Source: an optimization exercise on an open RTL-to-GDS flow (aim: small area and a short achievable clock period). Production flows keep margins and buffers that such runs may drop. Function was not checked in any run shown here: the RTL went through the layout flow alone. Power is estimated from default activity; no workload was simulated.

### design.v
module alu #(
    parameter INST_W = 4,
    parameter INT_W  = 6,
    parameter FRAC_W = 10,
    parameter DATA_W = INT_W + FRAC_W
)(
    input                      i_clk,
    input                      i_rst_n,
    input                      i_in_valid,
    output                     o_busy,
    input         [INST_W-1:0] i_inst,
    input  signed [DATA_W-1:0] i_data_a,
    input  signed [DATA_W-1:0] i_data_b,
    output                     o_out_valid,
    output        [DATA_W-1:0] o_data
);
    reg busy_r;      
    reg ovalid_r;
    always @(posedge i_clk or negedge i_rst_n) begin
        if (!i_rst_n) begin
            busy_r   <= 1'b0;
            ovalid_r <= 1'b0;
        end else begin
            busy_r   <= i_in_valid;
            ovalid_r <= busy_r;
        end
    end
    assign o_busy      = busy_r;
    assign o_out_valid = ovalid_r;
    wire [3:0]  op = i_inst;
    wire [15:0] a  = i_data_a;
    wire [15:0] b  = i_data_b;
    wire op_add = (op == 4'd0);
    wire op_sub = (op == 4'd1);
    wire op_mul = (op == 4'd2);
    wire op_acc = (op == 4'd3);
    wire op_sp  = (op == 4'd4);
    wire op_xor = (op == 4'd5);
    wire op_rs  = (op == 4'd6);
    wire op_lr  = (op == 4'd7);
    wire op_clz = (op == 4'd8);
    wire op_rm  = (op == 4'd9);
    wire a_neg   = a[15];
    wire a_hi    = ~a_neg & (|a[14:11]);           
    wire a_p0    = ~a_neg & ~(|a[14:11]);          
    wire a_m1    = a_neg & (&a[14:10]);            
    wire a_m2    = a_neg & (&a[14:11]) & ~a[10];   
    wire a_m3    = a_neg & (&a[14:12]) & ~a[11] & a[10];   
    wire sp_mid = a_p0 | a_m1 | a_m2 | a_m3;
    wire [16:0] ye = {b, 1'b0};
    wire [7:0]  b_one, b_two, b_neg;
    wire [7:0]  m_one, m_two, m_neg;
    wire [16:0] xe = {a[15], a};
    wire [16:0] xs = {a, 1'b0};
    genvar gi;
    generate for (gi = 0; gi < 8; gi = gi + 1) begin : g_benc
        assign b_one[gi] = ye[2*gi+1] ^ ye[2*gi];
        assign b_two[gi] = (ye[2*gi+2] & ~ye[2*gi+1] & ~ye[2*gi]) | (~ye[2*gi+2] & ye[2*gi+1] & ye[2*gi]);
        assign b_neg[gi] = ye[2*gi+2];
    end endgenerate
    wire [7:0] sp_one = {(a[15] ? (a[11] ? (a[10] ? 1'b1 : 1'b1) : 1'b0) : 1'b0), (a[15] ? (a[11] ? (a[10] ? 1'b1 : 1'b0) : 1'b0) : 1'b0), (a[15] ? (a[11] ? (a[10] ? 1'b1 : 1'b0) : 1'b1) : 1'b0), (a[15] ? (a[11] ? (a[10] ? 1'b1 : 1'b1) : 1'b0) : 1'b0), (a[15] ? (a[11] ? (a[10] ? 1'b1 : 1'b0) : 1'b0) : 1'b0), (a[15] ? (a[11] ? (a[10] ? 1'b1 : 1'b0) : 1'b1) : 1'b0), (a[15] ? (a[11] ? (a[10] ? 1'b1 : 1'b1) : 1'b0) : 1'b0), (a[15] ? (a[11] ? (a[10] ? 1'b1 : 1'b0) : 1'b1) : 1'b0)};
    wire [7:0] sp_two = {(a[15] ? (a[11] ? (a[10] ? 1'b0 : 1'b0) : 1'b0) : 1'b1), (a[15] ? (a[11] ? (a[10] ? 1'b0 : 1'b0) : 1'b1) : 1'b1), (a[15] ? (a[11] ? (a[10] ? 1'b0 : 1'b1) : 1'b0) : 1'b1), (a[15] ? (a[11] ? (a[10] ? 1'b0 : 1'b0) : 1'b0) : 1'b1), (a[15] ? (a[11] ? (a[10] ? 1'b0 : 1'b0) : 1'b1) : 1'b1), (a[15] ? (a[11] ? (a[10] ? 1'b0 : 1'b1) : 1'b0) : 1'b1), (a[15] ? (a[11] ? (a[10] ? 1'b0 : 1'b0) : 1'b0) : 1'b1), (a[15] ? (a[11] ? (a[10] ? 1'b0 : 1'b1) : 1'b0) : 1'b1)};
    wire [7:0] sp_neg = {(a[15] ? (a[11] ? (a[10] ? 1'b0 : 1'b0) : 1'b0) : 1'b0), (a[15] ? (a[11] ? (a[10] ? 1'b0 : 1'b0) : 1'b0) : 1'b0), (a[15] ? (a[11] ? (a[10] ? 1'b0 : 1'b1) : 1'b1) : 1'b0), (a[15] ? (a[11] ? (a[10] ? 1'b0 : 1'b0) : 1'b0) : 1'b0), (a[15] ? (a[11] ? (a[10] ? 1'b0 : 1'b0) : 1'b0) : 1'b0), (a[15] ? (a[11] ? (a[10] ? 1'b0 : 1'b1) : 1'b1) : 1'b0), (a[15] ? (a[11] ? (a[10] ? 1'b0 : 1'b0) : 1'b0) : 1'b0), (a[15] ? (a[11] ? (a[10] ? 1'b0 : 1'b1) : 1'b0) : 1'b0)};
    wire use_sp = op[2];
    assign m_one = use_sp ? sp_one : b_one;
    assign m_two = use_sp ? sp_two : b_two;
    assign m_neg = use_sp ? sp_neg : b_neg;
    wire [16:0] pp0 = ({17{m_one[0]}} & xe | {17{m_two[0]}} & xs) ^ {17{m_neg[0]}};
    wire [16:0] pp1 = ({17{m_one[1]}} & xe | {17{m_two[1]}} & xs) ^ {17{m_neg[1]}};
    wire [16:0] pp2 = ({17{m_one[2]}} & xe | {17{m_two[2]}} & xs) ^ {17{m_neg[2]}};
    wire [16:0] pp3 = ({17{m_one[3]}} & xe | {17{m_two[3]}} & xs) ^ {17{m_neg[3]}};
    wire [16:0] pp4 = ({17{m_one[4]}} & xe | {17{m_two[4]}} & xs) ^ {17{m_neg[4]}};
    wire [16:0] pp5 = ({17{m_one[5]}} & xe | {17{m_two[5]}} & xs) ^ {17{m_neg[5]}};
    wire [16:0] pp6 = ({17{m_one[6]}} & xe | {17{m_two[6]}} & xs) ^ {17{m_neg[6]}};
    wire [16:0] pp7 = ({17{m_one[7]}} & xe | {17{m_two[7]}} & xs) ^ {17{m_neg[7]}};
    wire fs1;
    wire fc2;
    wire fs3;
    wire fc4;
    wire fs5;
    wire fc6;
    wire fs7;
    wire fc8;
    wire fs9;
    wire fc10;
    wire fs11;
    wire fc12;
    wire hs13;
    wire hc14;
    wire fs15;
    wire fc16;
    wire fs17;
    wire fc18;
    wire fs19;
    wire fc20;
    wire fs21;
    wire fc22;
    wire fs23;
    wire fc24;
    wire fs25;
    wire fc26;
    wire fs27;
    wire fc28;
    wire fs29;
    wire fc30;
    wire fs31;
    wire fc32;
    wire fs33;
    wire fc34;
    wire fs35;
    wire fc36;
    wire hs37;
    wire hc38;
    wire fs39;
    wire fc40;
    wire fs41;
    wire fc42;
    wire hs43;
    wire hc44;
    wire fs45;
    wire fc46;
    wire fs47;
    wire fc48;
    wire fs49;
    wire fc50;
    wire hs51;
    wire hc52;
    wire fs53;
    wire fc54;
    wire hs55;
    wire hc56;
    wire hs57;
    wire hc58;
    wire hs59;
    wire hc60;
    wire fs61;
    wire fc62;
    wire hs63;
    wire hc64;
    wire fs65;
    wire fc66;
    wire fs67;
    wire fc68;
    wire fs69;
    wire fc70;
    wire fs71;
    wire fc72;
    wire fs73;
    wire fc74;
    wire fs75;
    wire fc76;
    wire fs77;
    wire fc78;
    wire fs79;
    wire fc80;
    wire fs81;
    wire fc82;
    wire fs83;
    wire fc84;
    wire fs85;
    wire fc86;
    wire fs87;
    wire fc88;
    wire fs89;
    wire fc90;
    wire fs91;
    wire fc92;
    wire fs93;
    wire fc94;
    wire fs95;
    wire fc96;
    wire fs97;
    wire fc98;
    wire fs99;
    wire fc100;
    wire fs101;
    wire fc102;
    wire fs103;
    wire fc104;
    wire fs105;
    wire fc106;
    wire fs107;
    wire fc108;
    wire fs109;
    wire fc110;
    wire fs111;
    wire fc112;
    wire fs113;
    wire fc114;
    wire fs115;
    wire fc116;
    wire fs117;
    wire fc118;
    wire fs119;
    wire fc120;
    wire fs121;
    wire fc122;
    wire fs123;
    wire fc124;
    wire fs125;
    wire fc126;
    wire hs127;
    wire hc128;
    wire fs129;
    wire fc130;
    wire hs131;
    wire hc132;
    wire hs133;
    wire hc134;
    wire hs135;
    wire hc136;
    wire fs137;
    wire fc138;
    wire fs139;
    wire fc140;
    wire fs141;
    wire fc142;
    wire fs143;
    wire fc144;
    wire fs145;
    wire fc146;
    wire fs147;
    wire fc148;
    wire fs149;
    wire fc150;
    wire fs151;
    wire fc152;
    wire fs153;
    wire fc154;
    wire fs155;
    wire fc156;
    wire fs157;
    wire fc158;
    wire fs159;
    wire fc160;
    wire fs161;
    wire fc162;
    wire fs163;
    wire fc164;
    wire fs165;
    wire fc166;
    wire fs167;
    wire fc168;
    wire fs169;
    wire fc170;
    wire fs171;
    wire fc172;
    wire fs173;
    wire fc174;
    wire fs175;
    wire fc176;
    wire fs177;
    wire fc178;
    wire fs179;
    wire fc180;
    wire hs181;
    wire hc182;
    wire hs183;
    wire hc184;
    wire fs185;
    wire fc186;
    wire fs187;
    wire fc188;
    wire fs189;
    wire fc190;
    wire fs191;
    wire fc192;
    wire fs193;
    wire fc194;
    wire fs195;
    wire fc196;
    wire fs197;
    wire fc198;
    wire fs199;
    wire fc200;
    wire fs201;
    wire fc202;
    wire fs203;
    wire fc204;
    wire fs205;
    wire fc206;
    wire fs207;
    wire fc208;
    wire fs209;
    wire fc210;
    wire fs211;
    wire fc212;
    wire fs213;
    wire fc214;
    wire fs215;
    wire fc216;
    wire fs217;
    wire fc218;
    wire fs219;
    wire fc220;
    wire fs221;
    wire fc222;
    wire fs223;
    wire fc224;
    wire fs225;
    wire fc226;
    wire fs227;
    wire fc228;
    wire fs229;
    wire fc230;
    wire fs231;
    wire fc232;
    wire fs233;
    wire fc234;
    wire hs235;
    wire hc236;
    wire kc9_0 = use_sp ? (a[15] ? (a[11] ? (a[10] ? 1'b0 : 1'b0) : 1'b0) : 1'b0) : 1'b1;
    wire kc10_0 = use_sp ? (a[15] ? (a[11] ? (a[10] ? 1'b0 : 1'b1) : 1'b1) : 1'b0) : 1'b0;
    wire kc11_0 = use_sp ? (a[15] ? (a[11] ? (a[10] ? 1'b1 : 1'b0) : 1'b1) : 1'b1) : 1'b0;
    wire kc12_0 = use_sp ? (a[15] ? (a[11] ? (a[10] ? 1'b0 : 1'b1) : 1'b0) : 1'b0) : 1'b0;
    wire kc13_0 = use_sp ? (a[15] ? (a[11] ? (a[10] ? 1'b1 : 1'b1) : 1'b1) : 1'b1) : 1'b0;
    wire kc13_1 = use_sp ? (a[15] ? (a[11] ? (a[10] ? 1'b0 : 1'b1) : 1'b1) : 1'b0) : 1'b0;
    wire kc15_0 = use_sp ? (a[15] ? (a[11] ? (a[10] ? 1'b0 : 1'b0) : 1'b1) : 1'b0) : 1'b0;
    wire kc16_0 = use_sp ? (a[15] ? (a[11] ? (a[10] ? 1'b0 : 1'b0) : 1'b0) : 1'b0) : 1'b1;
    wire kc17_0 = use_sp ? (a[15] ? (a[11] ? (a[10] ? 1'b1 : 1'b0) : 1'b0) : 1'b1) : 1'b1;
    wire kc18_0 = use_sp ? (a[15] ? (a[11] ? (a[10] ? 1'b1 : 1'b1) : 1'b0) : 1'b1) : 1'b0;
    wire kc19_0 = use_sp ? (a[15] ? (a[11] ? (a[10] ? 1'b0 : 1'b0) : 1'b0) : 1'b0) : 1'b1;
    wire kc20_0 = use_sp ? (a[15] ? (a[11] ? (a[10] ? 1'b1 : 1'b0) : 1'b0) : 1'b1) : 1'b0;
    wire kc21_0 = use_sp ? (a[15] ? (a[11] ? (a[10] ? 1'b0 : 1'b1) : 1'b0) : 1'b0) : 1'b1;
    wire kc22_0 = use_sp ? (a[15] ? (a[11] ? (a[10] ? 1'b1 : 1'b1) : 1'b0) : 1'b1) : 1'b0;
    wire kc23_0 = use_sp ? (a[15] ? (a[11] ? (a[10] ? 1'b0 : 1'b1) : 1'b0) : 1'b0) : 1'b1;
    wire kc24_0 = use_sp ? (a[15] ? (a[11] ? (a[10] ? 1'b1 : 1'b0) : 1'b0) : 1'b1) : 1'b0;
    wire kc25_0 = use_sp ? (a[15] ? (a[11] ? (a[10] ? 1'b0 : 1'b0) : 1'b0) : 1'b0) : 1'b1;
    wire kc26_0 = use_sp ? (a[15] ? (a[11] ? (a[10] ? 1'b1 : 1'b1) : 1'b1) : 1'b1) : 1'b0;
    assign fs1 = m_neg[5] ^ kc10_0 ^ pp0[10];
    assign fc2 = (m_neg[5] & kc10_0) | (m_neg[5] & pp0[10]) | (kc10_0 & pp0[10]);
    assign fs3 = kc11_0 ^ pp0[11] ^ pp1[9];
    assign fc4 = (kc11_0 & pp0[11]) | (kc11_0 & pp1[9]) | (pp0[11] & pp1[9]);
    assign fs5 = m_neg[6] ^ kc12_0 ^ pp0[12];
    assign fc6 = (m_neg[6] & kc12_0) | (m_neg[6] & pp0[12]) | (kc12_0 & pp0[12]);
    assign fs7 = pp1[10] ^ pp2[8] ^ pp3[6];
    assign fc8 = (pp1[10] & pp2[8]) | (pp1[10] & pp3[6]) | (pp2[8] & pp3[6]);
    assign fs9 = kc13_0 ^ kc13_1 ^ pp0[13];
    assign fc10 = (kc13_0 & kc13_1) | (kc13_0 & pp0[13]) | (kc13_1 & pp0[13]);
    assign fs11 = pp1[11] ^ pp2[9] ^ pp3[7];
    assign fc12 = (pp1[11] & pp2[9]) | (pp1[11] & pp3[7]) | (pp2[9] & pp3[7]);
    assign hs13 = pp4[5] ^ pp5[3];
    assign hc14 = pp4[5] & pp5[3];
    assign fs15 = m_neg[7] ^ pp0[14] ^ pp1[12];
    assign fc16 = (m_neg[7] & pp0[14]) | (m_neg[7] & pp1[12]) | (pp0[14] & pp1[12]);
    assign fs17 = pp2[10] ^ pp3[8] ^ pp4[6];
    assign fc18 = (pp2[10] & pp3[8]) | (pp2[10] & pp4[6]) | (pp3[8] & pp4[6]);
    assign fs19 = pp5[4] ^ pp6[2] ^ pp7[0];
    assign fc20 = (pp5[4] & pp6[2]) | (pp5[4] & pp7[0]) | (pp6[2] & pp7[0]);
    assign fs21 = kc15_0 ^ pp0[15] ^ pp1[13];
    assign fc22 = (kc15_0 & pp0[15]) | (kc15_0 & pp1[13]) | (pp0[15] & pp1[13]);
    assign fs23 = pp2[11] ^ pp3[9] ^ pp4[7];
    assign fc24 = (pp2[11] & pp3[9]) | (pp2[11] & pp4[7]) | (pp3[9] & pp4[7]);
    assign fs25 = pp5[5] ^ pp6[3] ^ pp7[1];
    assign fc26 = (pp5[5] & pp6[3]) | (pp5[5] & pp7[1]) | (pp6[3] & pp7[1]);
    assign fs27 = kc16_0 ^ pp1[14] ^ pp2[12];
    assign fc28 = (kc16_0 & pp1[14]) | (kc16_0 & pp2[12]) | (pp1[14] & pp2[12]);
    assign fs29 = pp3[10] ^ pp4[8] ^ pp5[6];
    assign fc30 = (pp3[10] & pp4[8]) | (pp3[10] & pp5[6]) | (pp4[8] & pp5[6]);
    assign fs31 = pp6[4] ^ pp7[2] ^ ~pp0[16];
    assign fc32 = (pp6[4] & pp7[2]) | (pp6[4] & ~pp0[16]) | (pp7[2] & ~pp0[16]);
    assign fs33 = kc17_0 ^ pp1[15] ^ pp2[13];
    assign fc34 = (kc17_0 & pp1[15]) | (kc17_0 & pp2[13]) | (pp1[15] & pp2[13]);
    assign fs35 = pp3[11] ^ pp4[9] ^ pp5[7];
    assign fc36 = (pp3[11] & pp4[9]) | (pp3[11] & pp5[7]) | (pp4[9] & pp5[7]);
    assign hs37 = pp6[5] ^ pp7[3];
    assign hc38 = pp6[5] & pp7[3];
    assign fs39 = kc18_0 ^ pp2[14] ^ pp3[12];
    assign fc40 = (kc18_0 & pp2[14]) | (kc18_0 & pp3[12]) | (pp2[14] & pp3[12]);
    assign fs41 = pp4[10] ^ pp5[8] ^ pp6[6];
    assign fc42 = (pp4[10] & pp5[8]) | (pp4[10] & pp6[6]) | (pp5[8] & pp6[6]);
    assign hs43 = pp7[4] ^ ~pp1[16];
    assign hc44 = pp7[4] & ~pp1[16];
    assign fs45 = kc19_0 ^ pp2[15] ^ pp3[13];
    assign fc46 = (kc19_0 & pp2[15]) | (kc19_0 & pp3[13]) | (pp2[15] & pp3[13]);
    assign fs47 = pp4[11] ^ pp5[9] ^ pp6[7];
    assign fc48 = (pp4[11] & pp5[9]) | (pp4[11] & pp6[7]) | (pp5[9] & pp6[7]);
    assign fs49 = kc20_0 ^ pp3[14] ^ pp4[12];
    assign fc50 = (kc20_0 & pp3[14]) | (kc20_0 & pp4[12]) | (pp3[14] & pp4[12]);
    assign hs51 = pp5[10] ^ pp6[8];
    assign hc52 = pp5[10] & pp6[8];
    assign fs53 = kc21_0 ^ pp3[15] ^ pp4[13];
    assign fc54 = (kc21_0 & pp3[15]) | (kc21_0 & pp4[13]) | (pp3[15] & pp4[13]);
    assign hs55 = kc22_0 ^ pp4[14];
    assign hc56 = kc22_0 & pp4[14];
    assign hs57 = m_neg[3] ^ pp0[6];
    assign hc58 = m_neg[3] & pp0[6];
    assign hs59 = pp0[7] ^ pp1[5];
    assign hc60 = pp0[7] & pp1[5];
    assign fs61 = m_neg[4] ^ pp0[8] ^ pp1[6];
    assign fc62 = (m_neg[4] & pp0[8]) | (m_neg[4] & pp1[6]) | (pp0[8] & pp1[6]);
    assign hs63 = pp2[4] ^ pp3[2];
    assign hc64 = pp2[4] & pp3[2];
    assign fs65 = kc9_0 ^ pp0[9] ^ pp1[7];
    assign fc66 = (kc9_0 & pp0[9]) | (kc9_0 & pp1[7]) | (pp0[9] & pp1[7]);
    assign fs67 = pp2[5] ^ pp3[3] ^ pp4[1];
    assign fc68 = (pp2[5] & pp3[3]) | (pp2[5] & pp4[1]) | (pp3[3] & pp4[1]);
    assign fs69 = pp1[8] ^ pp2[6] ^ pp3[4];
    assign fc70 = (pp1[8] & pp2[6]) | (pp1[8] & pp3[4]) | (pp2[6] & pp3[4]);
    assign fs71 = pp4[2] ^ pp5[0] ^ fs1;
    assign fc72 = (pp4[2] & pp5[0]) | (pp4[2] & fs1) | (pp5[0] & fs1);
    assign fs73 = pp2[7] ^ pp3[5] ^ pp4[3];
    assign fc74 = (pp2[7] & pp3[5]) | (pp2[7] & pp4[3]) | (pp3[5] & pp4[3]);
    assign fs75 = pp5[1] ^ fc2 ^ fs3;
    assign fc76 = (pp5[1] & fc2) | (pp5[1] & fs3) | (fc2 & fs3);
    assign fs77 = pp4[4] ^ pp5[2] ^ pp6[0];
    assign fc78 = (pp4[4] & pp5[2]) | (pp4[4] & pp6[0]) | (pp5[2] & pp6[0]);
    assign fs79 = fc4 ^ fs5 ^ fs7;
    assign fc80 = (fc4 & fs5) | (fc4 & fs7) | (fs5 & fs7);
    assign fs81 = pp6[1] ^ hs13 ^ fc6;
    assign fc82 = (pp6[1] & hs13) | (pp6[1] & fc6) | (hs13 & fc6);
    assign fs83 = fc8 ^ fs9 ^ fs11;
    assign fc84 = (fc8 & fs9) | (fc8 & fs11) | (fs9 & fs11);
    assign fs85 = hc14 ^ fc10 ^ fc12;
    assign fc86 = (hc14 & fc10) | (hc14 & fc12) | (fc10 & fc12);
    assign fs87 = fs15 ^ fs17 ^ fs19;
    assign fc88 = (fs15 & fs17) | (fs15 & fs19) | (fs17 & fs19);
    assign fs89 = fc16 ^ fc18 ^ fc20;
    assign fc90 = (fc16 & fc18) | (fc16 & fc20) | (fc18 & fc20);
    assign fs91 = fs21 ^ fs23 ^ fs25;
    assign fc92 = (fs21 & fs23) | (fs21 & fs25) | (fs23 & fs25);
    assign fs93 = fc22 ^ fc24 ^ fc26;
    assign fc94 = (fc22 & fc24) | (fc22 & fc26) | (fc24 & fc26);
    assign fs95 = fs27 ^ fs29 ^ fs31;
    assign fc96 = (fs27 & fs29) | (fs27 & fs31) | (fs29 & fs31);
    assign fs97 = hs37 ^ fc28 ^ fc30;
    assign fc98 = (hs37 & fc28) | (hs37 & fc30) | (fc28 & fc30);
    assign fs99 = fc32 ^ fs33 ^ fs35;
    assign fc100 = (fc32 & fs33) | (fc32 & fs35) | (fs33 & fs35);
    assign fs101 = hc38 ^ hs43 ^ fc34;
    assign fc102 = (hc38 & hs43) | (hc38 & fc34) | (hs43 & fc34);
    assign fs103 = fc36 ^ fs39 ^ fs41;
    assign fc104 = (fc36 & fs39) | (fc36 & fs41) | (fs39 & fs41);
    assign fs105 = pp7[5] ^ hc44 ^ fc40;
    assign fc106 = (pp7[5] & hc44) | (pp7[5] & fc40) | (hc44 & fc40);
    assign fs107 = fc42 ^ fs45 ^ fs47;
    assign fc108 = (fc42 & fs45) | (fc42 & fs47) | (fs45 & fs47);
    assign fs109 = pp7[6] ^ ~pp2[16] ^ hs51;
    assign fc110 = (pp7[6] & ~pp2[16]) | (pp7[6] & hs51) | (~pp2[16] & hs51);
    assign fs111 = fc46 ^ fc48 ^ fs49;
    assign fc112 = (fc46 & fc48) | (fc46 & fs49) | (fc48 & fs49);
    assign fs113 = pp5[11] ^ pp6[9] ^ pp7[7];
    assign fc114 = (pp5[11] & pp6[9]) | (pp5[11] & pp7[7]) | (pp6[9] & pp7[7]);
    assign fs115 = hc52 ^ fc50 ^ fs53;
    assign fc116 = (hc52 & fc50) | (hc52 & fs53) | (fc50 & fs53);
    assign fs117 = pp5[12] ^ pp6[10] ^ pp7[8];
    assign fc118 = (pp5[12] & pp6[10]) | (pp5[12] & pp7[8]) | (pp6[10] & pp7[8]);
    assign fs119 = ~pp3[16] ^ hs55 ^ fc54;
    assign fc120 = (~pp3[16] & hs55) | (~pp3[16] & fc54) | (hs55 & fc54);
    assign fs121 = kc23_0 ^ pp4[15] ^ pp5[13];
    assign fc122 = (kc23_0 & pp4[15]) | (kc23_0 & pp5[13]) | (pp4[15] & pp5[13]);
    assign fs123 = pp6[11] ^ pp7[9] ^ hc56;
    assign fc124 = (pp6[11] & pp7[9]) | (pp6[11] & hc56) | (pp7[9] & hc56);
    assign fs125 = kc24_0 ^ pp5[14] ^ pp6[12];
    assign fc126 = (kc24_0 & pp5[14]) | (kc24_0 & pp6[12]) | (pp5[14] & pp6[12]);
    assign hs127 = pp7[10] ^ ~pp4[16];
    assign hc128 = pp7[10] & ~pp4[16];
    assign fs129 = kc25_0 ^ pp5[15] ^ pp6[13];
    assign fc130 = (kc25_0 & pp5[15]) | (kc25_0 & pp6[13]) | (pp5[15] & pp6[13]);
    assign hs131 = kc26_0 ^ pp6[14];
    assign hc132 = kc26_0 & pp6[14];
    reg  [19:0] acc [0:15];
    reg  [15:0] acc_v;
    wire [15:0] a_dec = 16'd1 << a[3:0];
    reg  [19:0] acc_rd;
    integer k;
    always @(*) begin
        acc_rd = 20'd0;
        for (k = 0; k < 16; k = k + 1)
            acc_rd = acc_rd | ({20{a_dec[k] & acc_v[k]}} & acc[k]);
    end
    wire [19:0] x_d = op_acc ? acc_rd : {{4{a[15]}}, a};
    wire [15:0] y_d = op_sub ? ~b :
                      op_lr  ? {b[15:4], 4'd0 - b[3:0]} :
                      op_sp  ? 16'd0 :
                      b;
    reg [19:0] x_r;
    reg [15:0] y_r;
    reg [3:0]  idx_r;
    reg [105:0] mr;
    reg s_acc_r, s_sum_r, s_cin_r, s_mul_r, s_sp_r, s_xor_r;
    reg s_rs_r, s_lr_r, s_clz_r, s_rm_r;
    always @(posedge i_clk) begin
        x_r        <= x_d;
        y_r        <= y_d;
        idx_r      <= a[3:0];
        mr         <= {~pp7[16], pp7[15], ~pp6[16], pp7[14], hc132, pp7[13], pp6[15], fc130, hs131, ~pp5[16], pp7[12], hc128, fc126, fs129, pp7[11], fc124, fc122, fs125, hs127, fc120, fc118, fs123, fs121, fc116, fc114, fs119, fs117, fc112, fc110, fs115, fs113, fc108, fc106, fs111, fs109, fc104, fc102, fs107, fs105, fc100, fc98, fs103, fs101, fc96, fc94, fs99, fs97, fc92, fc90, fs95, fs93, fc88, fc86, fs91, fs89, fc84, fc82, fs87, fs85, fc80, fc78, fs83, fs81, fc76, fc74, fs79, fs77, fc72, fc70, fs75, fs73, fc68, fc66, fs71, fs69, hc64, fc62, fs67, fs65, hc60, fs61, hs63, pp4[0], hc58, hs59, pp3[1], pp2[3], hs57, pp3[0], pp2[2], pp1[4], pp2[1], pp1[3], pp0[5], pp2[0], pp1[2], pp0[4], m_neg[2], pp1[1], pp0[3], pp1[0], pp0[2], m_neg[1], pp0[1], pp0[0], m_neg[0]};
        s_acc_r    <= op_acc;
        s_sum_r    <= op_add | op_sub | op_acc;
        s_cin_r    <= op_sub;
        s_mul_r    <= op_mul;
        s_sp_r     <= op_sp & sp_mid;
        s_xor_r    <= op_xor | (op_sp & a_hi);
        s_rs_r     <= op_rs;
        s_lr_r     <= op_lr;
        s_clz_r    <= op_clz;
        s_rm_r     <= op_rm;
    end
    wire [15:0] xa = x_r[15:0];
    wire [15:0] idx_dec = 16'd1 << idx_r;
    wire [15:0] slo = {1'b0, x_r[14:0]} + {1'b0, y_r[14:0]} + {15'd0, s_cin_r};
    wire        c15 = slo[15];
    wire [4:0]  shi = x_r[19:15] + {5{y_r[15]}};
    wire [4:0]  shi1 = shi + 5'd1;
    wire [19:0] sum = {c15 ? shi1 : shi, slo[14:0]};
    wire        sok0 = (shi == 5'd0)  | (shi == 5'd31);
    wire        sok1 = (shi == 5'd31) | (shi == 5'd30);
    wire        sum_ok = c15 ? sok1 : sok0;
    wire [15:0] sum_sat = sum_ok ? sum[15:0] : {sum[19], {15{~sum[19]}}};
    wire acc_we = busy_r & s_acc_r;
    always @(posedge i_clk or negedge i_rst_n) begin
        if (!i_rst_n)
            acc_v <= 16'd0;
        else if (acc_we)
            acc_v <= acc_v | idx_dec;
    end
    always @(posedge i_clk) begin
        for (k = 0; k < 16; k = k + 1)
            if (acc_we & idx_dec[k])
                acc[k] <= sum;
    end
    assign hs133 = mr[8] ^ mr[9];
    assign hc134 = mr[8] & mr[9];
    assign hs135 = mr[12] ^ mr[13];
    assign hc136 = mr[12] & mr[13];
    assign fs137 = mr[15] ^ mr[16] ^ mr[17];
    assign fc138 = (mr[15] & mr[16]) | (mr[15] & mr[17]) | (mr[16] & mr[17]);
    assign fs139 = mr[19] ^ mr[20] ^ mr[21];
    assign fc140 = (mr[19] & mr[20]) | (mr[19] & mr[21]) | (mr[20] & mr[21]);
    assign fs141 = mr[23] ^ mr[24] ^ mr[25];
    assign fc142 = (mr[23] & mr[24]) | (mr[23] & mr[25]) | (mr[24] & mr[25]);
    assign fs143 = mr[27] ^ mr[28] ^ mr[29];
    assign fc144 = (mr[27] & mr[28]) | (mr[27] & mr[29]) | (mr[28] & mr[29]);
    assign fs145 = mr[31] ^ mr[32] ^ mr[33];
    assign fc146 = (mr[31] & mr[32]) | (mr[31] & mr[33]) | (mr[32] & mr[33]);
    assign fs147 = mr[35] ^ mr[36] ^ mr[37];
    assign fc148 = (mr[35] & mr[36]) | (mr[35] & mr[37]) | (mr[36] & mr[37]);
    assign fs149 = mr[39] ^ mr[40] ^ mr[41];
    assign fc150 = (mr[39] & mr[40]) | (mr[39] & mr[41]) | (mr[40] & mr[41]);
    assign fs151 = mr[43] ^ mr[44] ^ mr[45];
    assign fc152 = (mr[43] & mr[44]) | (mr[43] & mr[45]) | (mr[44] & mr[45]);
    assign fs153 = mr[47] ^ mr[48] ^ mr[49];
    assign fc154 = (mr[47] & mr[48]) | (mr[47] & mr[49]) | (mr[48] & mr[49]);
    assign fs155 = mr[51] ^ mr[52] ^ mr[53];
    assign fc156 = (mr[51] & mr[52]) | (mr[51] & mr[53]) | (mr[52] & mr[53]);
    assign fs157 = mr[55] ^ mr[56] ^ mr[57];
    assign fc158 = (mr[55] & mr[56]) | (mr[55] & mr[57]) | (mr[56] & mr[57]);
    assign fs159 = mr[59] ^ mr[60] ^ mr[61];
    assign fc160 = (mr[59] & mr[60]) | (mr[59] & mr[61]) | (mr[60] & mr[61]);
    assign fs161 = mr[63] ^ mr[64] ^ mr[65];
    assign fc162 = (mr[63] & mr[64]) | (mr[63] & mr[65]) | (mr[64] & mr[65]);
    assign fs163 = mr[67] ^ mr[68] ^ mr[69];
    assign fc164 = (mr[67] & mr[68]) | (mr[67] & mr[69]) | (mr[68] & mr[69]);
    assign fs165 = mr[71] ^ mr[72] ^ mr[73];
    assign fc166 = (mr[71] & mr[72]) | (mr[71] & mr[73]) | (mr[72] & mr[73]);
    assign fs167 = mr[75] ^ mr[76] ^ mr[77];
    assign fc168 = (mr[75] & mr[76]) | (mr[75] & mr[77]) | (mr[76] & mr[77]);
    assign fs169 = mr[79] ^ mr[80] ^ mr[81];
    assign fc170 = (mr[79] & mr[80]) | (mr[79] & mr[81]) | (mr[80] & mr[81]);
    assign fs171 = mr[83] ^ mr[84] ^ mr[85];
    assign fc172 = (mr[83] & mr[84]) | (mr[83] & mr[85]) | (mr[84] & mr[85]);
    assign fs173 = mr[87] ^ mr[88] ^ mr[89];
    assign fc174 = (mr[87] & mr[88]) | (mr[87] & mr[89]) | (mr[88] & mr[89]);
    assign fs175 = mr[91] ^ mr[92] ^ mr[93];
    assign fc176 = (mr[91] & mr[92]) | (mr[91] & mr[93]) | (mr[92] & mr[93]);
    assign fs177 = mr[95] ^ mr[96] ^ mr[97];
    assign fc178 = (mr[95] & mr[96]) | (mr[95] & mr[97]) | (mr[96] & mr[97]);
    assign fs179 = 1'b1 ^ mr[99] ^ mr[100];
    assign fc180 = (1'b1 & mr[99]) | (1'b1 & mr[100]) | (mr[99] & mr[100]);
    assign hs181 = mr[3] ^ mr[4];
    assign hc182 = mr[3] & mr[4];
    assign hs183 = mr[6] ^ mr[7];
    assign hc184 = mr[6] & mr[7];
    assign fs185 = mr[10] ^ mr[11] ^ hs133;
    assign fc186 = (mr[10] & mr[11]) | (mr[10] & hs133) | (mr[11] & hs133);
    assign fs187 = mr[14] ^ hc134 ^ hs135;
    assign fc188 = (mr[14] & hc134) | (mr[14] & hs135) | (hc134 & hs135);
    assign fs189 = mr[18] ^ hc136 ^ fs137;
    assign fc190 = (mr[18] & hc136) | (mr[18] & fs137) | (hc136 & fs137);
    assign fs191 = mr[22] ^ fc138 ^ fs139;
    assign fc192 = (mr[22] & fc138) | (mr[22] & fs139) | (fc138 & fs139);
    assign fs193 = mr[26] ^ fc140 ^ fs141;
    assign fc194 = (mr[26] & fc140) | (mr[26] & fs141) | (fc140 & fs141);
    assign fs195 = mr[30] ^ fc142 ^ fs143;
    assign fc196 = (mr[30] & fc142) | (mr[30] & fs143) | (fc142 & fs143);
    assign fs197 = mr[34] ^ fc144 ^ fs145;
    assign fc198 = (mr[34] & fc144) | (mr[34] & fs145) | (fc144 & fs145);
    assign fs199 = mr[38] ^ fc146 ^ fs147;
    assign fc200 = (mr[38] & fc146) | (mr[38] & fs147) | (fc146 & fs147);
    assign fs201 = mr[42] ^ fc148 ^ fs149;
    assign fc202 = (mr[42] & fc148) | (mr[42] & fs149) | (fc148 & fs149);
    assign fs203 = mr[46] ^ fc150 ^ fs151;
    assign fc204 = (mr[46] & fc150) | (mr[46] & fs151) | (fc150 & fs151);
    assign fs205 = mr[50] ^ fc152 ^ fs153;
    assign fc206 = (mr[50] & fc152) | (mr[50] & fs153) | (fc152 & fs153);
    assign fs207 = mr[54] ^ fc154 ^ fs155;
    assign fc208 = (mr[54] & fc154) | (mr[54] & fs155) | (fc154 & fs155);
    assign fs209 = mr[58] ^ fc156 ^ fs157;
    assign fc210 = (mr[58] & fc156) | (mr[58] & fs157) | (fc156 & fs157);
    assign fs211 = mr[62] ^ fc158 ^ fs159;
    assign fc212 = (mr[62] & fc158) | (mr[62] & fs159) | (fc158 & fs159);
    assign fs213 = mr[66] ^ fc160 ^ fs161;
    assign fc214 = (mr[66] & fc160) | (mr[66] & fs161) | (fc160 & fs161);
    assign fs215 = mr[70] ^ fc162 ^ fs163;
    assign fc216 = (mr[70] & fc162) | (mr[70] & fs163) | (fc162 & fs163);
    assign fs217 = mr[74] ^ fc164 ^ fs165;
    assign fc218 = (mr[74] & fc164) | (mr[74] & fs165) | (fc164 & fs165);
    assign fs219 = mr[78] ^ fc166 ^ fs167;
    assign fc220 = (mr[78] & fc166) | (mr[78] & fs167) | (fc166 & fs167);
    assign fs221 = mr[82] ^ fc168 ^ fs169;
    assign fc222 = (mr[82] & fc168) | (mr[82] & fs169) | (fc168 & fs169);
    assign fs223 = mr[86] ^ fc170 ^ fs171;
    assign fc224 = (mr[86] & fc170) | (mr[86] & fs171) | (fc170 & fs171);
    assign fs225 = mr[90] ^ fc172 ^ fs173;
    assign fc226 = (mr[90] & fc172) | (mr[90] & fs173) | (fc172 & fs173);
    assign fs227 = mr[94] ^ fc174 ^ fs175;
    assign fc228 = (mr[94] & fc174) | (mr[94] & fs175) | (fc174 & fs175);
    assign fs229 = mr[98] ^ fc176 ^ fs177;
    assign fc230 = (mr[98] & fc176) | (mr[98] & fs177) | (fc176 & fs177);
    assign fs231 = mr[101] ^ fc178 ^ fs179;
    assign fc232 = (mr[101] & fc178) | (mr[101] & fs179) | (fc178 & fs179);
    assign fs233 = mr[102] ^ mr[103] ^ fc180;
    assign fc234 = (mr[102] & mr[103]) | (mr[102] & fc180) | (mr[103] & fc180);
    assign hs235 = 1'b1 ^ mr[104];
    assign hc236 = 1'b1 & mr[104];
    wire [31:0] pr_a = {1'b1, mr[105], hs235, fs233, fs231, fs229, fs227, fs225, fs223, fs221, fs219, fs217, fs215, fs213, fs211, fs209, fs207, fs205, fs203, fs201, fs199, fs197, fs195, fs193, fs191, fs189, fs187, fs185, hs183, mr[5], mr[2], mr[0]};
    wire [31:0] pr_b = {1'b0, hc236, fc234, fc232, fc230, fc228, fc226, fc224, fc222, fc220, fc218, fc216, fc214, fc212, fc210, fc208, fc206, fc204, fc202, fc200, fc198, fc196, fc194, fc192, fc190, fc188, fc186, hc184, hc182, hs181, 1'b0, mr[1]};
    wire [24:0] kg0 = pr_a[24:0] & pr_b[24:0];
    wire [24:0] kp0 = pr_a[24:0] ^ pr_b[24:0];
    wire [24:0] kg1, kp1;
    assign kg1[0:0] = kg0[0:0];
    assign kp1[0:0] = kp0[0:0];
    assign kg1[24:1] = kg0[24:1] | (kp0[24:1] & kg0[23:0]);
    assign kp1[24:1] = kp0[24:1] & kp0[23:0];
    wire [24:0] kg2, kp2;
    assign kg2[1:0] = kg1[1:0];
    assign kp2[1:0] = kp1[1:0];
    assign kg2[24:2] = kg1[24:2] | (kp1[24:2] & kg1[22:0]);
    assign kp2[24:2] = kp1[24:2] & kp1[22:0];
    wire [24:0] kg3, kp3;
    assign kg3[3:0] = kg2[3:0];
    assign kp3[3:0] = kp2[3:0];
    assign kg3[24:4] = kg2[24:4] | (kp2[24:4] & kg2[20:0]);
    assign kp3[24:4] = kp2[24:4] & kp2[20:0];
    wire [24:0] kg4, kp4;
    assign kg4[7:0] = kg3[7:0];
    assign kp4[7:0] = kp3[7:0];
    assign kg4[24:8] = kg3[24:8] | (kp3[24:8] & kg3[16:0]);
    assign kp4[24:8] = kp3[24:8] & kp3[16:0];
    wire [24:0] kg5, kp5;
    assign kg5[15:0] = kg4[15:0];
    assign kp5[15:0] = kp4[15:0];
    assign kg5[24:16] = kg4[24:16] | (kp4[24:16] & kg4[8:0]);
    assign kp5[24:16] = kp4[24:16] & kp4[8:0];
    wire [25:0] kc  = {kg5, 1'b0};             
    wire [24:0] ksel1 = {kp0[24:1] ^ (kg0[23:0] | kp0[23:0]), kp0[0]};    
    wire [24:0] ksel0 = {kp0[24:1] ^ kg0[23:0], kp0[0]};                 
    wire [25:0] lo;
    assign lo[25] = kc[25];
    assign lo[0]  = kp0[0];
    genvar gk;
    generate for (gk = 1; gk < 25; gk = gk + 1) begin : g_sum
        assign lo[gk] = kc[gk-1] ? ksel1[gk] : ksel0[gk];
    end endgenerate
    wire        c25 = lo[25];
    wire [6:0]  ha_ = pr_a[31:25], hb_ = pr_b[31:25];
    wire [6:0]  hx  = ha_ ^ hb_;
    wire        z0  = &(hx[6:1] ~^ (ha_[5:0] | hb_[5:0]));    
    wire        z1  = &(~hx[6:1] ~^ (ha_[5:0] & hb_[5:0]));   
    wire        ok0 = (z0 & ~hx[0]) | (z1 & hx[0]);           
    wire        ok1 = (z0 & hx[0]) | (z1 & ~hx[0]);           
    wire        mul_ok = c25 ? ok1 : ok0;
    wire        p25 = kc[24] ? (hx[0] ^ (kg0[24] | kp0[24])) : (hx[0] ^ kg0[24]);
    wire        p26 = hx[1] ^ ((ha_[0] & hb_[0]) | (hx[0] & c25));
    wire        mul_sgn = xa[15] ^ y_r[15];    
    wire [15:0] sp_res  = {5'd0, p26, p25, lo[24:16]};    
    wire [31:0] rot2 = {xa, xa} >> y_r[3:0];
    wire [15:0] rot  = rot2[15:0];
    reg  [15:0] rs_res;
    integer j;
    always @(*) begin
        for (j = 0; j < 16; j = j + 1)
            rs_res[j] = (y_r[4] | (j + y_r[3:0] > 15)) ? xa[15] : rot[j];
    end
    reg [4:0] zcnt;
    always @(*) begin
        zcnt = 5'd0;
        for (j = 0; j < 16; j = j + 1)
            if (xa[j]) zcnt = 15 - j;
    end
    reg [12:0] match4;
    always @(*) begin
        for (j = 0; j < 13; j = j + 1)
            match4[j] = (xa[j+:4] == y_r[(15-j)-:4]);
    end
    wire [15:0] res_m = s_sp_r ? sp_res : {p25, lo[24:10]};
    wire [15:0] res_o = ({16{s_sum_r}} & sum_sat)
                      | ({16{s_mul_r}} & {mul_sgn, {15{~mul_sgn}}})
                      | ({16{s_xor_r}} & (xa ^ y_r))
                      | ({16{s_rs_r }} & rs_res)
                      | ({16{s_lr_r }} & rot)
                      | ({16{s_clz_r}} & {11'd0, zcnt})
                      | ({16{s_rm_r }} & {3'd0, match4});
    reg [15:0] odata_m, odata_o;
    reg        osel_m;
    always @(posedge i_clk) begin
        odata_m <= res_m;
        odata_o <= res_o;
        osel_m  <= s_sp_r | (s_mul_r & mul_ok);
    end
    assign o_data = osel_m ? odata_m : odata_o;
endmodule
### run.sh
#!/bin/bash
# synth_recipe.tcl (not shown) runs the flow's synth.tcl, then flattens the netlist and writes it again
# the make line also repeats each setting of config.mk as NAME=value (left out here)
make -C /OpenROAD-flow-scripts/flow DESIGN_CONFIG=/design/flow/config.mk WORK_HOME=/design/flow/orfs CLKGATE_MAP_FILE= SYNTH_SCRIPT=/design/flow/synth_recipe.tcl finish
### config.mk
export PLATFORM = sky130hd
export DESIGN_NAME = alu
export DESIGN_NICKNAME = alu
export VERILOG_FILES = /design/flow/design.v
export SDC_FILE = /design/flow/constraint.sdc
export NUM_CORES = 4
export LEC_CHECK = 0
export ABC_CLOCK_PERIOD_IN_PS = 3500
export CAP_MARGIN = 20
export CORE_MARGIN = 2
export CORE_UTILIZATION = 50
export SETUP_SLACK_MARGIN = 5
export SLEW_MARGIN = 20
### constraint.sdc
create_clock -name core_clock -period 8.5 [get_ports {i_clk}]
set_input_delay 1.7000 -clock core_clock [delete_from_list [all_inputs] [get_ports {i_clk}]]
set_output_delay 1.7000 -clock core_clock [all_outputs]
set_load 0.01 [all_outputs]
==> flow_metrics.py, run 1 <==
metrics = {
    "pwr": {
        "peakVddDrop_uv": 665,
        "p_comb_share_pct": 57.8,
        "cellPowerDensity_nw_per_um2": 403,
        "seq_power_share_pct": 23.8,
        "p_sw_share_pct": 41.3,
        "p_clk_share_pct": 18.5,
        "p_sw_mw": 5.69,
        "p_int_mw": 8.09,
        "p_leak_nw": 13.2,
        "power_mw": 13.8,
    },
    "cells_and_area": {
        "syn_to_final_growth_pct": 21.4,
        "fillers": 4377,
        "final_util_pct": 61.7,
        "multi_input_area_um2": 14300,
        "layout-drive-gt1-share_pct": 23.9,
        "seq_area_um2": 13900,
        "n_antenna_cell": 0,
        "final_nets": 2820,
        "finalNonFillerCells": 3347,
    },
    "logic_synthesis": {
        "syn_avg_cell_area_um2": 11.6,
        "synth_common_cells": "edfxtp_1 (320), a22oi_1 (211), inv_1 (192)",
        "yosysWarnings": 2,
        "synth_edf_count": 320,
        "async_flop_share_pct": 3.42,
        "synth.top_cell.area_share_pct": 34.1,
        "netlist_instances": 2421,
        "yosysTopAreaCell": "edfxtp_1",
        "synth_seq_cells": 527,
        "yosysMostFrequentCell": "edfxtp_1",
        "syn_nets": 2686,
        "ys.flop_type": "edfxtp_1",
        "synthTopCellsByArea": "edfxtp_1 (34%), dfxtp_1 (13%), fa_1 (8.3%)",
        "netlist_area_um2": 28200,
        "seq_area_frac_synth_pct": 49.2,
        "ys_types": 81,
    },
    "place": {
        "gp_congestion": 0.905,
        "port_buffers": 56,
        "dp_cells": 3129,
        "dp_hpwl_um": 59300,
    },
    "setup_path": {
        "crit_fanout": 4,
        "worstPathArrival_ns": 4.23,
        "cp-start-kind": "register",
        "cp-end-kind": "register",
        "critPathRequiredTime_ns": 9.05,
        "critPathKind": "reg2reg",
    },
    "cts": {
        "clkSlewWorstSetupHoldPaths_ns": 0.07,
        "cts_buffers": 53,
        "cts_tree": "done",
        "cts_buffer_depth": 3,
        "cts.sinks": 527,
        "htree_levels": 2,
        "clk_latency_ns": 0.63,
        "root_buffer": "clkbuf_16",
        "hold_buffers": 0,
    },
    "die": {
        "core-area_um2": 55400,
        "ios": 57,
        "die_x_um": 241,
        "dieArea_um2": 58200,
        "start_util_pct": 50.8,
        "rows": 86,
        "die_y_um": 241,
    },
    "grt": {
        "grt_pass1_vias": 20400,
        "grt.total_usage_pct": 31.4,
        "grt_pass1_wl_um": 132000,
        "antenna_found_initial": 5,
        "grt_max_degree": 36,
        "overflow": 0,
    },
    "route": {
        "drc": 0,
        "drtAntennaViolNets": 0,
        "vias_per_cell": 6.12,
        "num_vias": 20500,
        "first_pass_iters": 8,
        "wl_um": 92800,
        "wl_per_cell_um": 27.7,
        "drt_iter0_markers": 2141,
    },
    "run_status": {
        "status": "finished clean",
    },
    "worst_hold_path": {
        "hold_path_class": "reg2reg",
    },
    "sta": {
        "hold_violations": 0,
        "period_minus_slack_ns": 3.68,
        "slew_viol_final": 0,
        "relSlewSlack_pct": 41.7,
        "setup_viol": 0,
        "finalSetupTns_ns": 0,
        "period_share_pct": 43.3,
        "max_clock_freq_mhz": 272,
        "tightest_slew_ns": 0.870,
        "holdWs_ns": 0.428,
        "skew_ns": 0.0220,
        "rsz0062_at_grt": "true",
    },
    "flow_run": {
        "cap_violations": 0,
    },
}
==> critical path, stage by stage (launching register included) <==
cell and delay (ns):
dfxtp_2 0.33, inv_2 0.04, fa_1 0.47, fa_1 0.57, inv_2 0.07, ha_4 0.16
fa_2 0.39, nor4_4 0.33, nand2b_1 0.14, nor4_4 0.14, buf_4 0.18, o31ai_4 0.10
a31oi_1 0.21, mux2_4 0.35, mux2i_1 0.13
==> timing repair <==
action	CTS	global route
buffers inserted	80	28
gates cloned	4	7
resized for setup	275	168
setup endpoints to repair	181	127
pin swaps	49	80
==> per-stage QoR <==
step	worst slack (ns)	instance area, µm²
final	4.82	34200
after global routing	4.68	34200
after CTS	4.77	33200
after detailed placement	3.22	29900
after global placement	3.37	29900
after floorplan	4.57	28700
==> routing by layer <==
metal | share of wire [%] | track usage, % | up-vias
met3 | 8.2 | 6.57 | 237
met4 | 4.1 | 12.3 | 6
met1 | 40 | 40.3 | 10300
li1 | - | - | 9019
met5 | 0.037 | 0 | -
met2 | 48 | 52.2 | 956
==> sequential cells by signal (all words and copies together) (netlist names), 4 cells and up <==
register,cells
x_r,20
y_r,16
acc,320
odata_m,16
acc_v,16
idx_r,4
mr,106
odata_o,16
==> power by group through the flow <==
| stage | Clock [mW] | Sequential, mW | Combinational (mW) |
|---|---|---|---|
| 3_3_place_gp | 0 | 3.32 | 6.12 |
| 3_5_place_dp | 0 | 3.32 | 6.26 |
| 2_1_floorplan | 0 | 3.25 | 4.27 |
| 4_1_cts | 2.58 | 3.27 | 7.45 |
| 5_1_grt | 2.67 | 3.29 | 8.58 |
| 6_report | 2.54 | 3.27 | 7.96 |
==> final timing paths <==
path / start / endpoint / slack [ns] / depth (start not counted)
max reg2reg: mr[44]$_DFF_P_ / odata_m[8]$_DFF_P_ / 4.82 / 14
min: busy_r$_DFF_PN0_ / ovalid_r$_DFF_PN0_ / 0.43 / 0
max: mr[44]$_DFF_P_ / odata_m[8]$_DFF_P_ / 4.82 / 14
max in group asynchronous: i_rst_n / acc_v[13]$_DFFE_PN0P_ / 6.41 / 1
min reg2reg: busy_r$_DFF_PN0_ / ovalid_r$_DFF_PN0_ / 0.43 / 0
min in group asynchronous: i_rst_n / acc_v[1]$_DFFE_PN0P_ / 1.57 / 1
==> cell type report <==
class	instances	area share, %
Clock inverter	40	1.61
Inverter	198	2.29
Clock buffer	59	4.00
Multi-Input combinational cell	1540	41.8
Sequential cell	527	40.5
Timing Repair Buffer	235	6.97
Tap cell	748	2.74
==> kinds of logic (layout without fill, tap and decap cells) <==
family | after synthesis | count (layout) | synth area share, %
buf+inv | 356 | 532 | 4.97
simple gates | 427 | 427 | 7.47
flops | 527 | 527 | 49.2
compound gates | 578 | 580 | 14.6
xor+xnor | 239 | 239 | 7.46
mux | 68 | 68 | 3.22
fa+ha+maj | 226 | 226 | 13.2
==> layout by cell type (no fill, tap or decap), types with 89 or more instances in the layout <==
master / instances
fa_1: 97
nand2_1: 97
buf_4: 132
dfxtp_1: 179
a21oi_1: 89
xnor2_1: 143
a22oi_1: 182
edfxtp_1: 320
inv_1: 167
ha_1: 99
==> run 2: changes to the inputs <==
--- a/config.mk
+++ b/config.mk
@@ -9,5 +9,6 @@
 export CAP_MARGIN = 20
 export CORE_MARGIN = 2
 export CORE_UTILIZATION = 50
-export SETUP_SLACK_MARGIN = 5
+export CTS_BUF_LIST = sky130_fd_sc_hd__clkbuf_8
+export SETUP_SLACK_MARGIN = 4.8
 export SLEW_MARGIN = 20
==> run 2 against run 1 <==
  * Utilization down 2.8 points
  * Critical path depth down 4
  * Die area unchanged
  * Still clean on timing, DRC and antenna
  * Critical path type unchanged
  * Sequential cell count unchanged
==> flow_metrics.py, run 2 <==
metrics = {
    "cts": {
        "cts.sinks": 527,
        "hold_buffers": 0,
        "htree_levels": 3,
        "clkSlewWorstSetupHoldPaths_ns": 0.06,
        "cts_buffers": 87,
        "cts_buffer_depth": 3,
        "clk_latency_ns": 0.70,
        "cts_tree": "done",
        "root_buffer": "clkbuf_8",
    },
    "place": {
        "dp_hpwl_um": 57300,
        "port_buffers": 56,
        "gp_congestion": 0.909,
    },
    "die": {
        "rows": 86,
        "core-area_um2": 55400,
        "die_x_um": 241,
        "dieArea_um2": 58200,
        "start_util_pct": 50.8,
        "die_y_um": 241,
        "ios": 57,
    },
    "cells_and_area": {
        "reg_top3": "acc (320), mr (106), x_r (20)",
        "largest_register_ff_count": 320,
        "final_cell_mix": "edfxtp_1 (320), inv_1 (217), a22oi_1 (200)",
        "syn_to_final_growth_pct": 15.9,
        "layout-drive-gt1-share_pct": 18.3,
        "final_nets": 2804,
        "largest-register": "acc",
        "final_common_cell": "edfxtp_1",
    },
    "setup_path": {
        "r2r_slack_ns": 4.80,
        "critPathRequiredTime_ns": 9.04,
        "crit_cells": 10,
        "cp-end-kind": "register",
        "worstSetupEndpoint": "odata_o[2]$_DFF_P_",
        "critical_path.slowest_cell": "or3_1",
        "r2r_cells": 10,
        "max_stage_delay_ns": 0.61,
        "crit_family": "adder cells",
        "worstPathCellList": "ha_1 > fa_1 > a21o_1 > a21oi_1 > xnor2_2 > ha_1 > nor2b_1 > and4_4 > or3_1 > o221ai_1",
        "crit_fanout": 15,
        "cp-start-kind": "register",
        "critPathKind": "reg2reg",
        "critPathBufInv": 0,
        "worstPathArrival_ns": 4.24,
        "critPathMostFrequentCell": "ha_1",
        "crit_start": "x_r[15]$_DFF_P_",
        "rr_endpoint": "odata_o[2]$_DFF_P_",
        "r2r_start": "x_r[15]$_DFF_P_",
    },
    "run_status": {
        "status": "finished clean",
    },
    "route": {
        "first_pass_iters": 6,
        "wl_per_cell_um": 26.4,
        "drtAntennaViolNets": 0,
        "drc": 0,
        "drt_iter0_markers": 1916,
        "vias_per_cell": 6.03,
        "num_vias": 20300,
        "wl_um": 88800,
    },
    "logic_synthesis": {
        "synth_common_cells": "edfxtp_1 (320), a22oi_1 (211), inv_1 (192)",
        "syn_avg_cell_area_um2": 11.6,
        "seq_area_frac_synth_pct": 49.2,
        "synth.top_cell.area_share_pct": 34.1,
        "synth_edf_count": 320,
        "async_flop_share_pct": 3.42,
        "synthTopCellsByArea": "edfxtp_1 (34%), dfxtp_1 (13%), fa_1 (8.3%)",
        "yosysTopAreaCell": "edfxtp_1",
        "ys.flop_type": "edfxtp_1",
        "syn_nets": 2686,
        "ys_types": 81,
        "netlist_area_um2": 28200,
        "yosysMostFrequentCell": "edfxtp_1",
        "netlist_instances": 2421,
        "yosysWarnings": 2,
        "synth_seq_cells": 527,
    },
    "sta": {
        "period_share_pct": 43.5,
        "holdWs_ns": 0.440,
        "max_clock_freq_mhz": 270,
        "tightest_slew_ns": 1.14,
        "period_minus_slack_ns": 3.70,
        "hold_violations": 0,
        "setup_viol": 0,
        "finalSetupTns_ns": 0,
        "slew_viol_final": 0,
        "skew_ns": 0.0402,
        "relSlewSlack_pct": 23.8,
        "rsz0062_at_grt": "true",
    },
    "pwr": {
        "p_clk_share_pct": 16.9,
        "p_leak_nw": 12.9,
        "p_sw_share_pct": 42.6,
        "p_int_mw": 7.14,
        "seq_power_share_pct": 26.4,
        "cellPowerDensity_nw_per_um2": 381,
        "peakVddDrop_uv": 665,
        "p_sw_mw": 5.31,
        "p_comb_share_pct": 56.7,
    },
    "grt": {
        "grt_max_degree": 36,
        "antenna_found_initial": 9,
        "overflow": 0,
        "grt.total_usage_pct": 30.9,
        "grt_pass1_vias": 20200,
        "grt_pass1_wl_um": 130000,
    },
    "worst_hold_path": {
        "hold_path_class": "reg2reg",
    },
    "flow_run": {
        "cap_violations": 0,
    },
}
-- run 2: cell types whose count changed in the layout (fill, tap and decap cells not counted), sizes merged --
| cell | change |
|---|---|
| buf | -52 |
| bufbuf | -2 |
| clkdlybuf4s50 | +5 |
| bufinv | -10 |
| dlymetal6s2s | +9 |
| inv | +34 |
| clkinvlp | -4 |
| dlygate4sd2 | -3 |
| o31a | -2 |
| clkbuf | +34 |
| diode | +3 |
-- run 2: metrics by stage --
step                area, µm²  setup WS, ns  cells  utilization [%]  power [mW]
global route            32600          4.71   3358             58.9        13.3
CTS                     32400          4.74   3351             58.5        12.2
detailed placement      29800          3.00   3124             53.8        9.36
global placement        29800          3.05   3124             53.7        9.23
floorplan               28600          4.57   2421                -        7.42
finish                  32700          4.80   3359             58.9        12.5
-- run 2: power by group through the flow --
stage	Sequential, mW	Combinational, mW	Clock [mW]
2_1_floorplan	3.25	4.17	0
3_3_place_gp	3.33	5.90	0
3_5_place_dp	3.33	6.03	0
4_1_cts	3.28	6.74	2.15
5_1_grt	3.30	7.69	2.27
6_report	3.28	7.06	2.11
-- run 2: cells by family (layout without fill, tap and decap cells) --
kind of cell | count (synthesis) | count (layout) | share of synthesized area (%)
adder cells (fa/ha/maj) | 226 | 226 | 13.2
other | 0 | 3 | 0
AO/OA/AOI/OAI | 578 | 578 | 14.6
AND/OR/NAND/NOR | 427 | 427 | 7.47
buffers and inverters | 356 | 543 | 4.97
XOR/XNOR | 239 | 239 | 7.46
flip-flops | 527 | 527 | 49.2
multiplexers | 68 | 68 | 3.22
-- run 2: metal layers --
metal | part of all wire [%] | wire (µm) | GRT usage [%]
met1 | 39 | 35000 | 40.3
met2 | 47 | 41800 | 49.7
met3 | 9.3 | 8300 | 7.20
met4 | 4.0 | 3580 | 12.9
met5 | 0.053 | 47 | 0
-- run 2: final cells by class --
class	count	area [µm²]
fillers	4657	22800
flip-flops and latches	527	13900
multi-input cells	1538	13700
repair buffers	187	1710
clock buffers	98	1350
well taps	748	936
inverters	198	769
clock inverters	60	317
diodes	3	7.51
-- run 2: what timing repair did --
| item | 4_1_cts | 5_1_grt |
|---|---|---|
| gates resized for setup | 132 | 71 |
| pin swaps | 36 | 12 |
| cloned | 2 | 0 |
| buffers inserted | 67 | 5 |
| setup endpoints to repair | 121 | 94 |
-- run 2: worst min-delay path by stage --
| stage | depth (start not counted) | startpoint | slack, ns | endpoint |
|---|---|---|---|---|
| after floorplan | 1 | acc_v[0]$_DFFE_PN0P_ | 0.43 | acc_v[0]$_DFFE_PN0P_ |
| after global placement | 0 | busy_r$_DFF_PN0_ | 0.44 | ovalid_r$_DFF_PN0_ |
| after detailed placement | 1 | acc_v[7]$_DFFE_PN0P_ | 0.44 | acc_v[7]$_DFFE_PN0P_ |
| after CTS | 0 | busy_r$_DFF_PN0_ | 0.45 | ovalid_r$_DFF_PN0_ |
| after global routing | 0 | busy_r$_DFF_PN0_ | 0.45 | ovalid_r$_DFF_PN0_ |
| final | 0 | busy_r$_DFF_PN0_ | 0.44 | ovalid_r$_DFF_PN0_ |
==> run 3: changes to the inputs <==
--- a/config.mk
+++ b/config.mk
@@ -8,7 +8,8 @@
 export ABC_CLOCK_PERIOD_IN_PS = 3500
 export CAP_MARGIN = 20
 export CORE_MARGIN = 2
-export CORE_UTILIZATION = 50
-export CTS_BUF_LIST = sky130_fd_sc_hd__clkbuf_8
-export SETUP_SLACK_MARGIN = 4.8
+export CORE_UTILIZATION = 55
+export CTS_CLUSTER_DIAMETER = 60
+export CTS_CLUSTER_SIZE = 30
+export SETUP_SLACK_MARGIN = 5
 export SLEW_MARGIN = 20
==> run 3 against run 2 <==
  * Worst setup slack lost 0.069 ns
  * Critical path depth grew 6
  * Via count grew 1.8%
  * Total power grew 11%
  * Sequential share of layout area shrank 1.4 points
  * Non-clock buffer count grew 64
  * Fmax shrank 1.8%
  * Synthesized cell count is the same
  * Critical path type unchanged
  * Largest cell class is now multi-input combinational cells
  * Largest power group unchanged
  * Highest routed layer unchanged
==> flow_metrics.py, run 3 <==
metrics = {
    "logic_synthesis": {
        "netlist_area_um2": 28200,
        "synth_seq_cells": 527,
        "synth.top_cell.area_share_pct": 34.1,
        "ys_types": 81,
        "syn_avg_cell_area_um2": 11.6,
        "yosysMostFrequentCell": "edfxtp_1",
        "syn_nets": 2686,
        "synth_edf_count": 320,
        "yosysTopAreaCell": "edfxtp_1",
        "yosysWarnings": 2,
        "synth_common_cells": "edfxtp_1 (320), a22oi_1 (211), inv_1 (192)",
        "synthTopCellsByArea": "edfxtp_1 (34%), dfxtp_1 (13%), fa_1 (8.3%)",
        "seq_area_frac_synth_pct": 49.2,
        "netlist_instances": 2421,
        "ys.flop_type": "edfxtp_1",
        "async_flop_share_pct": 3.42,
    },
    "cells_and_area": {
        "final_cell_mix": "edfxtp_1 (320), dfxtp_1 (179), a22oi_1 (175)",
        "final_common_cell": "edfxtp_1",
        "layout-drive-gt1-share_pct": 23.4,
        "final_nets": 2821,
        "finalNonFillerCells": 3258,
        "reg_top3": "acc (320), mr (106), x_r (20)",
        "largest_register_ff_count": 320,
        "final_cell_area_um2": 33800,
        "syn_to_final_growth_pct": 20.0,
        "n_antenna_cell": 0,
        "final_util_pct": 67.1,
        "largest-register": "acc",
    },
    "worst_hold_path": {
        "hold_path_class": "reg2reg",
        "hold_end": "ovalid_r$_DFF_PN0_",
        "min-delay-start": "busy_r$_DFF_PN0_",
        "whs_path_depth": 0,
    },
    "setup_path": {
        "critical_path.slowest_cell": "fa_1",
        "critPathRequiredTime_ns": 8.94,
        "r2r_slack_ns": 4.73,
        "critPathKind": "reg2reg",
        "worstPathCellList": "inv_2 > fa_2 > fa_1 > inv_2 > ha_4 > fa_2 > nor4_4 > nand2b_1 > nor4_4 > buf_4 > buf_4 > buf_6 > buf_6 > o31ai_2 > o21ai_2 > mux2i_1",
        "critPathBufInv": 6,
        "r2r_cells": 16,
        "max_stage_delay_ns": 0.60,
        "r2r_start": "mr[36]$_DFF_P_",
        "cp-end-kind": "register",
        "crit_fanout": 3,
        "crit_family": "adder cells",
        "cp-start-kind": "register",
        "rr_endpoint": "odata_m[4]$_DFF_P_",
        "worstPathArrival_ns": 4.21,
    },
    "cts": {
        "cts_buffer_depth": 3,
        "root_buffer": "clkbuf_16",
        "htree_levels": 2,
        "cts_tree": "done",
        "clkSlewWorstSetupHoldPaths_ns": 0.10,
        "cts.sinks": 527,
        "clk_latency_ns": 0.63,
        "hold_buffers": 0,
        "cts_buffers": 38,
    },
    "sta": {
        "tightest_slew_ns": 1.11,
        "skew_ns": 0.0559,
        "setup_viol": 0,
        "slew_viol_final": 0,
        "max_clock_freq_mhz": 265,
        "relSlewSlack_pct": 25.9,
        "period_minus_slack_ns": 3.77,
        "rsz0062_at_grt": "true",
        "finalSetupTns_ns": 0,
        "worst_slack_ns": 4.73,
        "period_share_pct": 44.3,
        "hold_violations": 0,
    },
    "die": {
        "dieArea_um2": 53000,
        "die_x_um": 230,
        "start_util_pct": 55.9,
        "rows": 82,
        "core-area_um2": 50400,
        "ios": 57,
        "die_y_um": 230,
    },
    "grt": {
        "antenna_found_initial": 2,
        "grt.total_usage_pct": 33.3,
        "grt_pass1_vias": 19900,
        "grt_max_degree": 36,
        "overflow": 0,
        "grt_pass1_wl_um": 129000,
    },
    "place": {
        "gp_congestion": 0.915,
        "dp_cells": 3053,
        "dp_slack_ns": 2.90,
        "port_buffers": 56,
        "dp_hpwl_um": 58400,
        "postPlaceCellArea_um2": 29800,
    },
    "pwr": {
        "p_sw_share_pct": 43.7,
        "seq_power_share_pct": 23.7,
        "p_leak_nw": 13.0,
        "p_clk_share_pct": 14.8,
        "p_sw_mw": 6.02,
        "p_comb_share_pct": 61.4,
        "peakVddDrop_uv": 580,
        "p_int_mw": 7.74,
        "cellPowerDensity_nw_per_um2": 407,
    },
    "route": {
        "first_pass_iters": 6,
        "drt_iter0_markers": 2360,
        "vias_per_cell": 6.33,
        "num_vias": 20600,
        "drc": 0,
        "wl_um": 91500,
        "wl_per_cell_um": 28.1,
        "drtAntennaViolNets": 0,
    },
    "flow_run": {
        "cap_violations": 0,
    },
    "run_status": {
        "status": "finished clean",
    },
}
==> run 3: stage by stage <==
| step | hold WS (ns) | power (mW) |
|---|---|---|
| finish | 0.461 | 13.8 |
| global route | 0.476 | 14.6 |
| global placement | 0.423 | 9.39 |
| floorplan | 0.430 | 7.52 |
| CTS | 0.463 | 12.8 |
| detailed placement | 0.443 | 9.61 |
==> run 3: area by class of cell <==
type / instances / area, µm²
clock buffers: 39 / 965
clock inverters: 31 / 484
fillers: 3638 / 16600
inverters: 198 / 783
multi-input cells: 1540 / 14300
flip-flops and latches: 527 / 13900
well taps: 672 / 841
repair buffers: 251 / 2600
==> run 3: what timing repair did <==
action,in CTS,in global routing
cloned,3,12
buffers inserted,71,49
pin swaps,59,81
endpoints found under the setup margin,184,98
resized for setup,285,158
==> run 3: worst max-delay path by stage <==
stage | slack, ns | start | cells past startpoint | end
after floorplan | 4.57 | i_data_b[3] | 8 | mr[64]$_DFF_P_
after global placement | 2.94 | i_data_a[11] | 10 | mr[76]$_DFF_P_
after detailed placement | 2.90 | i_data_a[11] | 10 | mr[44]$_DFF_P_
after CTS | 4.66 | mr[51]$_DFF_P_ | 14 | odata_m[8]$_DFF_P_
after global routing | 4.60 | mr[36]$_DFF_P_ | 15 | odata_m[10]$_DFF_P_
final | 4.73 | mr[36]$_DFF_P_ | 16 | odata_m[4]$_DFF_P_
==> run 3: cell families (layout without fill, tap and decap cells) <==
group | Yosys count | after routing | synth area share, %
simple gates | 427 | 427 | 7.47
flops | 527 | 527 | 49.2
mux | 68 | 68 | 3.22
xor+xnor | 239 | 239 | 7.46
compound gates | 578 | 580 | 14.6
buf+inv | 356 | 519 | 4.97
fa+ha+maj | 226 | 226 | 13.2
==> run 3: power by group through the flow <==
stage          logic, mW  clock network (mW)  registers, mW
2_1_floorplan       4.27                   0           3.25
3_3_place_gp        6.07                   0           3.32
3_5_place_dp        6.29                   0           3.32
4_1_cts             7.45                2.07           3.26
5_1_grt             9.10                2.16           3.29
6_report            8.45                2.04           3.27
==> run 3: per-layer routing <==
layer	global-route usage (%)	share of wire [%]	up-vias
li1	-	-	9019
met1	44.1	39	10200
met2	54.4	46	1142
met3	6.75	10	292
met4	12.0	4.7	4
met5	0	0.025	-

what the ideal ports hide:
No port has a modelled driver above. Below, the same layouts with a new extraction and two added sets of constraints. Step 1 assumes that a clkbuf_16 drives the clock port and a buf_2 every other input. Step 2 times the ports against the registers' clock, not the clock port: input delays grow and output delays shrink by t, the midpoint of the rising clock arrivals with the driver on. a / b / c = no drivers / after step 1 / after step 2; a / b = the first two.
| run | t, ns | slack for setup (ns) | worst data-port slew with drivers (ns) |
|---|---|---|---|
| run 1 | 0.676 | 4.819 / 4.819 / 4.306 | 0.12 |
| run 2 | 0.732 | 4.799 / 4.799 / 4.127 | 0.12 |
| run 3 | 0.666 | 4.731 / 4.731 / 4.119 | 0.26 |
After both steps setup and hold are still met in every run listed. For run 2, which loses most, drivers alone change the setup slack by 0.000 ns; drivers and shift together by -0.672 ns.
